From an optimization exercise on the open Yosys and OpenROAD flow, aimed at small area, a short achievable clock period and few clock cycles; shortcuts taken in it are not production practice.
RTL that was checked went through simulation tests only; none was proved equivalent to the original.
Power and IR drop assume default switching activity.

// mest_pro
module mest_pro#(
    parameter OP_CODE_SIZE     = 4,
    parameter INSTRUCTION_SIZE = OP_CODE_SIZE + 8 + 8 + 8,
    parameter ROM_DEPTH = 65536
)(
    input clk,
    input i_reset_n,
    input i_start,
    output [$clog2(ROM_DEPTH)-1  :0] o_prog_counter,
    input [INSTRUCTION_SIZE-1    :0] i_instruction,
    output [8-1 :0] o_result,
    output o_valid_result,
    output o_carry,
    output o_zero_flag,
    output o_all_done
);
==> module mest_pro_fetch, before the edit <==
module mest_pro_fetch(
    input  clk,
    input  i_reset_n,
    input  i_run,
    input  i_start,
    input  i_jmp,
    input  i_ret,
    input  [7:0] i_const_K,
    output [15:0] o_prog_counter
);
reg [15:0] pc;
reg [15:0] ret_pc;
wire [15:0] pc_inc = pc + 16'd1;
always @(posedge clk or negedge i_reset_n)
begin
    if (~i_reset_n) begin
        pc     <= 16'd0;
        ret_pc <= 16'd0;
    end else begin
        if (i_jmp)
            ret_pc <= pc;
        if (~i_run)
            pc <= {15'd0, i_start};
        else if (i_jmp)
            pc <= {8'd0, i_const_K};
        else if (i_ret)
            pc <= ret_pc;
        else
            pc <= pc_inc;
    end
end
assign o_prog_counter = pc;
endmodule
==> module mest_pro, before the edit <==
module mest_pro#(
    parameter OP_CODE_SIZE     = 4,
    parameter INSTRUCTION_SIZE = OP_CODE_SIZE + 8 + 8 + 8,
    parameter ROM_DEPTH = 65536
)(
    input clk,
    input i_reset_n,
    input i_start,
    output [$clog2(ROM_DEPTH)-1  :0] o_prog_counter,
    input [INSTRUCTION_SIZE-1    :0] i_instruction,
    output [8-1 :0] o_result,
    output o_valid_result,
    output o_carry,
    output o_zero_flag,
    output o_all_done
);
wire       issue;       
wire       run;         
wire       start;
wire [3:0] op   = i_instruction[27:24];
wire       is_jmp  = issue & (op == 4'd8);
wire       is_ret  = issue & (op == 4'd9);
wire       is_halt = issue & (op == 4'd15);
wire       x_s0, x_cin;
wire [7:0] x_a;
wire [7:1] x_bm;
wire [8:0] x_y;
wire       x_valid;
mest_pro_ctrlr u_ctrlr(
    .clk        (clk),
    .i_reset_n  (i_reset_n),
    .i_start    (i_start),
    .i_redirect (is_jmp | is_ret),
    .i_halt     (is_halt),
    .o_start    (start),
    .o_run      (run),
    .o_issue    (issue),
    .o_all_done (o_all_done)
);
mest_pro_fetch u_fetch(
    .clk            (clk),
    .i_reset_n      (i_reset_n),
    .i_run          (run),
    .i_start        (start),
    .i_jmp          (is_jmp),
    .i_ret          (is_ret),
    .i_const_K      (i_instruction[23:16]),
    .o_prog_counter (o_prog_counter)
);
mest_pro_decode u_decode(
    .clk        (clk),
    .i_reset_n  (i_reset_n),
    .i_issue    (issue),
    .i_instr    (i_instruction),
    .o_valid    (x_valid),
    .o_s0       (x_s0),
    .o_cin      (x_cin),
    .o_a        (x_a),
    .o_bm       (x_bm),
    .o_y        (x_y)
);
mest_pro_exec u_exec(
    .clk            (clk),
    .i_reset_n      (i_reset_n),
    .i_valid        (x_valid),
    .i_s0           (x_s0),
    .i_cin          (x_cin),
    .i_a            (x_a),
    .i_bm           (x_bm),
    .i_y            (x_y),
    .o_valid_result (o_valid_result),
    .o_result       (o_result),
    .o_carry        (o_carry),
    .o_zero_flag    (o_zero_flag)
);
endmodule
==> flow/config.mk <==
export PLATFORM = sky130hd
export DESIGN_NAME = mest_pro
export DESIGN_NICKNAME = mest_pro
export VERILOG_FILES = /design/flow/design.v
export SDC_FILE = /design/flow/constraint.sdc
export NUM_CORES = 4
export LEC_CHECK = 0
export ABC_AREA = 1
export CAP_MARGIN = 20
export CORE_MARGIN = 2
export CORE_UTILIZATION = 60
export CTS_BUF_LIST = sky130_fd_sc_hd__clkbuf_8
export SETUP_SLACK_MARGIN = 2.9
export SLEW_MARGIN = 20
==> flow/constraint.sdc <==
create_clock -name core_clock -period 5.0 [get_ports {clk}]
set_input_delay 1.0000 -clock core_clock [delete_from_list [all_inputs] [get_ports {clk}]]
set_output_delay 1.0000 -clock core_clock [all_outputs]
set_load 0.01 [all_outputs]
standard.sh (not shown) runs the stock make flow with config.mk's settings and CLKGATE_MAP_FILE= SYNTH_SCRIPT=/design/flow/synth_recipe.tcl, a recipe that flattens the netlist after the stock synthesis.
==> flow/flow/run.sh <==
#!/bin/bash
# Layout: the standard synthesis, then the standard ORFS steps with plain
# buffers (not delay cells) on the ports and free resizing.
set -euo pipefail
bash standard.sh synth > synth.log 2>&1
bash standard.sh BUFFER_PORTS_ARGS="-buffer_cell sky130_fd_sc_hd__buf_1" MATCH_CELL_FOOTPRINT=0 finish > layout.log 2>&1
==> next run, changes <==
--- a/flow/design.v
+++ b/flow/design.v
@@ -32,6 +32,7 @@
     input  i_reset_n,
     input  i_run,
     input  i_start,
+    input  i_halt,
     input  i_jmp,
     input  i_ret,
     input  [7:0] i_const_K,
@@ -54,6 +55,8 @@
             pc <= {8'd0, i_const_K};
         else if (i_ret)
             pc <= ret_pc;
+        else if (i_halt)
+            pc <= 16'd0;
         else
             pc <= pc_inc;
     end
@@ -325,6 +328,7 @@
     .i_reset_n      (i_reset_n),
     .i_run          (run),
     .i_start        (start),
+    .i_halt         (is_halt),
     .i_jmp          (is_jmp),
     .i_ret          (is_ret),
     .i_const_K      (i_instruction[23:16]),
=> Power came out lower by about 16%. Global-route usage grows by 1.6 points. Cell area decreases by about 4%. Die area fell by about 2.8%. Routed wire length is higher by 2.1%. Clock-buffer cell count rises by 2. Hold slack is about the same. Clock skew fell by 0.0048 ns. Sequential share of layout area came out higher by 1.3 points.
Testbench counts after the change, summed over its fixed seeds: cycles 7,274.
For the first run of this note, only the layout was checked, not whether the RTL still works.

## afterwards: timing with drivers on the ports
In the flow no input, the clock included, has a driving cell. The finished layouts below were timed again as built, in two steps.
Step 1 sets driving cells, clkbuf_16 on the clock port and buf_2 on the other inputs (assumed; they add their load-dependent delay and slew).
Step 2, shift: input delay + t, output delay - t, t = (earliest + latest rising clock arrival at the registers) / 2. This alone moves slack from input paths to output paths.
a / b / c = ideal ports / drivers / drivers and shift; a / b = the first two.
run | t (ns) | slack for setup (ns) | worst setup path after step 2 | slew at the worst register clock pin (ns) | worst data-port slew with drivers (ns)
the first run | 0.378 | 2.955 / 2.955 / 2.690 | input to register | 0.10 / 0.10 | 0.04
the second run | 0.378 | 2.968 / 2.935 / 2.615 | input to register | 0.10 / 0.10 | 0.04
After both steps every run listed still meets setup and hold. The setup slack of the second run, which loses most, moves by -0.033 ns with the drivers and by -0.353 ns with both steps.
